From an optimization exercise on the open Yosys and OpenROAD flow, aimed at small area; shortcuts taken in it are not production practice. The RTL was checked by simulation tests, not by an equivalence proof against the original design.

## flow/design.v (module list and top-level ports; edited modules follow where they fit)
// module idct_swap: 32 lines
// module idct_mac1: 860 lines
// module idct_mac2: 892 lines
// module idct_mac4: 526 lines
// module IDCT_all: 195 lines
module IDCT_all(seq_in, mode, clk, reset, seq_out_4, seq_out_8);
  // ...
==> flow/flow/run.sh <==
#!/bin/bash
# Layout flow: the standard flow (standard.sh) with two changes.
#
#  1. Synthesis runs with SYNTH_OPERATIONS_ARGS=-noabc: Yosys's generic
#     "abc -fast" pass is skipped before full-adder extraction, so the
#     ripple-carry adders of the RTL map straight onto full-adder cells
#     instead of full adders wrapped in inverters. The registers are checked
#     against the standard synthesis (same names and cell types); if they
#     differ in any way, the standard synthesis is used instead.
#  2. Clock tree synthesis without dummy loads and with larger sink clusters
#     driven by clkbuf_8 leaf buffers (CTS_ARGS).
#
# Everything else (floorplan, power grid, placement, routing, finishing) is
# standard.sh unchanged. Each step's output goes to its own log file here.
set -uo pipefail

RES=orfs/results/${FLOW_PLATFORM}/IDCT_all/base
LOGS=orfs/logs/${FLOW_PLATFORM}/IDCT_all/base

flops() {
    grep -oE 'sky130_fd_sc_hd__[a-z0-9_]+ +[^ (]+ *\(' "$1" \
        | grep -E 'sky130_fd_sc_hd__(s?e?df|dl)' | sed 's/ *($//' | sort
}

# 1. reference: the standard synthesis
bash standard.sh synth > synth_standard.log 2>&1 || exit 1
cp "$RES/1_2_yosys.v" synth_standard.v
cp "$LOGS/1_2_yosys.log" synth_standard_yosys.log 2>/dev/null

# 2. synthesis without the generic abc pass
rm -f "$RES/1_2_yosys.v" "$RES/1_2_yosys.sdc" "$RES/1_synth.odb" "$RES/1_synth.sdc"
if SYNTH_OPERATIONS_ARGS=-noabc bash standard.sh synth > synth_noabc.log 2>&1 \
    && [[ -s "$RES/1_2_yosys.v" ]] \
    && flops synth_standard.v > flops_standard.txt \
    && flops "$RES/1_2_yosys.v" > flops_noabc.txt \
    && [[ -s flops_standard.txt ]] \
    && cmp -s flops_standard.txt flops_noabc.txt; then
    echo "using the -noabc synthesis" > synth_choice.txt
else
    echo "registers differ or synthesis failed: using the standard synthesis" > synth_choice.txt
    rm -f "$RES/1_2_yosys.v" "$RES/1_2_yosys.sdc" "$RES/1_synth.odb" "$RES/1_synth.sdc"
    cp synth_standard.v "$RES/1_2_yosys.v"
    cp "$FLOW_SDC" "$RES/1_2_yosys.sdc"
    bash standard.sh synth > synth_restore.log 2>&1 || exit 1
fi

# 3. the rest of the standard flow, with the clock tree settings
CTS_ARGS="-sink_clustering_enable -repair_clock_nets -dont_use_dummy_load -sink_clustering_size 16 -sink_clustering_max_diameter 60 -buf_list sky130_fd_sc_hd__clkbuf_8" \
    bash standard.sh finish > finish.log 2>&1 || exit 1

[[ -s out/final.def ]]
==> flow/standard.sh <==
#!/bin/bash
# synth_recipe.tcl (not shown) runs the flow's synth.tcl, then flattens the netlist and writes it again
# the make line also repeats each setting of config.mk as NAME=value (left out here)
make -C /OpenROAD-flow-scripts/flow DESIGN_CONFIG=/design/flow/config.mk WORK_HOME=/design/flow/orfs CLKGATE_MAP_FILE= SYNTH_SCRIPT=/design/flow/synth_recipe.tcl "${@:-finish}"
==> flow/config.mk <==
export PLATFORM = sky130hd
export DESIGN_NAME = IDCT_all
export DESIGN_NICKNAME = IDCT_all
export VERILOG_FILES = /design/flow/design.v
export SDC_FILE = /design/flow/constraint.sdc
export NUM_CORES = 8
export LEC_CHECK = 0
export CAP_MARGIN = 20
export CORE_MARGIN = 2
export CORE_UTILIZATION = 65
export SLEW_MARGIN = 20
==> flow/constraint.sdc <==
create_clock -name core_clock -period 10.0 [get_ports {clk}]
set_input_delay 2.0000 -clock core_clock [delete_from_list [all_inputs] [get_ports {clk}]]
set_output_delay 2.0000 -clock core_clock [all_outputs]
set_load 0.01 [all_outputs]
==> impl_metrics.tcl, run 1 <==
set metrics [dict create \
    status "timing/DRC/antenna clean" \
    crit_family "adder cells" \
    ant_nets 0 \
    viasPerCell 5.32 \
    rsz0062_at_grt "false" \
    worst_pin_slew_ns 1.01 \
    synth_area_mm2 0.0803 \
    cts_made_buffers 168 \
    cts_tree "done" \
    largest_register_ffs 448 \
    synth.avg_cell_area_um2 13.1 \
    grt_usage 0.219 \
    num_io_pins 78 \
    synth_mux_area_frac 0.0820 \
    seq_area_mm2 0.0436 \
    critPathLaunchType "register" \
    use_met3 0.0365 \
    ys_ff_latch 2177 \
    grt_pass1_vias 41700 \
    die_h_um 355 \
    multi_input_area_share 0.414 \
    ys_top_cells_by_area "dfxtp_1 (54%), fa_1 (17%), nor2b_1 (3.8%)" \
    post_cts_buffers 0 \
    num_antenna_cells 1 \
    layout_common_cells "dfxtp_1 (2161), fa_1 (667), nor2b_1 (482), a21oi_1 (298), xnor2_1 (278)" \
    yosysSeqAreaShare 0.543 \
    path_depth 17 \
    slowest_delay_ns 0.85 \
    path_common_cell "fa_1" \
    seq_share 0.518 \
    htreeDepth 4 \
    drc 0 \
    yosysWarnings 17 \
    core_mm2 0.122 \
    drive_gt1_frac 0.104 \
    crit_path_cell_trace "ha_1, fa_1, fa_1, fa_1, fa_1, fa_1, fa_1, fa_1, fa_1, fa_1, fa_1, fa_1, fa_1, a222oi_1, o21ai_2, xnor2_1, fa_1" \
    synth_top_area_cell "dfxtp_1" \
    grt_max_degree 82 \
    synthCells 6129 \
]
==> run 2, diff against run 1 <==
--- a/flow/config.mk
+++ b/flow/config.mk
@@ -7,5 +7,5 @@
 export LEC_CHECK = 0
 export CAP_MARGIN = 20
 export CORE_MARGIN = 2
-export CORE_UTILIZATION = 65
+export CORE_UTILIZATION = 45
 export SLEW_MARGIN = 20
==> impl_metrics.tcl, run 2 <==
set metrics [dict create \
    status "timing/DRC/antenna clean" \
    cts.sinks 2177 \
    grt_pass1_vias 41600 \
    synth_edf_count 1 \
    rsz0062_at_grt "false" \
    yosysMostFrequentCell "dfxtp_1" \
    layout_commonest_cell "dfxtp_1" \
    cts_tree "done" \
    synth-main-ff-cell "dfxtp_1" \
    hold_depth 0 \
    viasPerCell 4.83 \
    hold_buffers 0 \
    largest_register "sw8c.line" \
    synth_top_area_share 0.543 \
    dp_hpwl_um 93800 \
    clk_pin_slew_ns 0.09 \
    critPathLaunchType "register" \
    wl_per_cell_um 16.0 \
    grt-ovfl-total 0 \
    post_cts_buffers 0 \
    drt-initial-drc-count 2317 \
    ys_ff_latch 2177 \
    ys_top_cells_by_area "dfxtp_1 (54%), fa_1 (17%), nor2b_1 (3.8%)" \
    cap_violations 0 \
    synth_top_area_cell "dfxtp_1" \
    synth_area_mm2 0.0803 \
    fin_crit_sh 0.906 \
    port_buffers 68 \
    ys_types 87 \
    yosysSeqAreaShare 0.543 \
    period_needed_ns 9.06 \
    fp.dieW_um 426 \
    largest_register_ffs 448 \
    worstPathRequired_ns 10.74 \
    final_nets 6852 \
    synth.avg_cell_area_um2 13.1 \
    synthCells 6129 \
    layout_common_cells "dfxtp_1 (2161), fa_1 (667), nor2b_1 (482), a21oi_1 (298), xnor2_1 (278)" \
    routed_wl_um 136000 \
    synth_nets 6882 \
    area_growth_pct 6.23 \
    clk_latency_ns 0.93 \
    async_flop_share 0 \
    cp-end-kind "register" \
    first_pass_iters 5 \
    worst_pin_slew_ns 1.04 \
    synthTopCellsByCount "dfxtp_1 (2176), fa_1 (667), nor2b_1 (482)" \
    finalMaxSlewViolations 0 \
    ant_nets 0 \
    postCtsResizedCells 0 \
    initial_utilization 0.451 \
    critPathKind "reg -> reg" \
    gp_routability_congestion 0.832 \
    crit_fanout 11 \
    drc 0 \
    maxSlewHeadroom 0.306 \
    clk_path_buf_depth 3 \
    timing_hold_violations_final 0 \
    vias 40900 \
    crit_arrival_ns 9.81 \
    r2r_slack_ns 0.94 \
    htreeDepth 4 \
    grt_usage 0.154 \
    grt_max_degree 101 \
    setup_tns_ns 0 \
    top_regs "sw8c.line x448, z8b x297, sw8b.line x224" \
    min_path_type "reg -> reg" \
    antenna_found_initial 4 \
    grt_pass1_wl_um 225000 \
    cts_made_buffers 175 \
    setup_viol 0 \
    drive_gt1_frac 0.105 \
    dieArea_mm2 0.182 \
    r2r_cells 19 \
    skew_ns 0.109 \
    fmax_mhz 110 \
    core_mm2 0.178 \
    clock-root-buffer "clkbuf_8" \
    die_h_um 426 \
    num_io_pins 78 \
    yosysWarnings 17 \
    num_rows 155 \
]
==> run 2: changes by cell type in the layout (fill, tap and decap cells not counted) <==
cell      previous run  this run
buf_12               0         1
buf_4               69        70
mux2i_4              2         1
nor4_4               1         2
clkbuf_8           168       175
diode_2              1         2
nor4_2               1         0
mux2i_1            209       210
==> run 2: stage by stage <==
step	setup WS [ns]	hold WS [ns]	util	instance area [um2]	cells
6_report	0.936	0.284	0.479	85300	8454
5_1_grt	0.558	0.278	0.479	85300	8454
4_1_cts	0.941	0.267	0.479	85300	8452
3_5_place_dp	0.982	0.312	0.466	82800	8277
3_3_place_gp	0.999	0.310	0.466	82800	8277
2_1_floorplan	1.85	0.310	-	80300	6129
==> run 2: final cells by class <==
| class | count | area, um2 |
|---|---|---|
| antenna | 2 | 5.00 |
| clock buffer | 175 | 2410 |
| fill | 15600 | 92600 |
| inverter | 50 | 188 |
| multi-input combinational | 3556 | 34900 |
| sequential | 2177 | 43600 |
| tap | 2355 | 2950 |
| timing repair buffer | 139 | 1230 |
==> run 2: final timing paths <==
path / end / from
max: pass1.a3[12]$_DFF_P_ / xr[3]$_DFF_P_
min: sw8c.line[27][14]$_DFF_P_ / sw8c.line[26][14]$_DFF_P_
max reg2reg: pass1.a3[12]$_DFF_P_ / xr[3]$_DFF_P_
min reg2reg: sw8c.line[27][14]$_DFF_P_ / sw8c.line[26][14]$_DFF_P_
==> run 2: cells by family (layout without fill, tap and decap cells) <==
logic type | Yosys count | count (layout) | synth area share
AO/OA/AOI/OAI | 846 | 846 | 0.0642
XOR/XNOR | 335 | 335 | 0.0374
adder cells (fa/ha/maj) | 725 | 725 | 0.175
buffers and inverters | 396 | 364 | 0.0231
flip-flops | 2177 | 2177 | 0.543
multiplexers | 510 | 510 | 0.0820
other | 0 | 2 | 0
AND/OR/NAND/NOR | 1140 | 1140 | 0.0748
==> run 2: critical path: stages, from the launching register on <==
cell and delay, ns:
dfxtp_1 0.46, ha_1 0.28, fa_1 0.44, fa_1 0.44, fa_1 0.49, fa_1 0.47, fa_1 0.47, fa_1 0.46
fa_1 0.88, fa_1 0.65, fa_1 0.47, fa_1 0.47, fa_1 0.72, fa_1 0.53, mux2i_1 0.15, nor2_1 0.05
a211oi_1 0.62, o21ai_2 0.19, xnor2_1 0.24, fa_1 0.45
==> run 2: layer usage <==
metal  GRT usage  up-vias  wire (um)
li1            -    20000          -
met1       0.227    20000      67300
met2       0.230      632      59700
met3      0.0295      212       5610
met4      0.0431        0       3050
met5           0        -          0

[static timing again, ports no longer ideal]
In the flow no input, the clock included, has a driving cell. The finished layouts below were timed again as built, in two steps.
Step 1 sets driving cells, clkbuf_16 on the clock port and buf_2 on the other inputs (assumed; they add their load-dependent delay and slew).
Step 2 times the ports against the registers' clock, not the clock port: input delays grow and output delays shrink by t, the midpoint of the rising clock arrivals with the driver on.
a / b / c = ideal ports / drivers / drivers and shift; a / b = the first two.
run	t, ns	setup slack, ns	hold slack, ns	worst setup path after step 2	worst register clock-pin slew, ns
run 1	0.923	1.106 / 1.106 / 1.106	0.252 / 0.252 / 0.252	register to register	0.10 / 0.10
run 2	0.945	0.936 / 0.936 / 0.936	0.284 / 0.284 / 0.284	register to register	0.11 / 0.11
After both steps setup and hold are still met in every run listed.
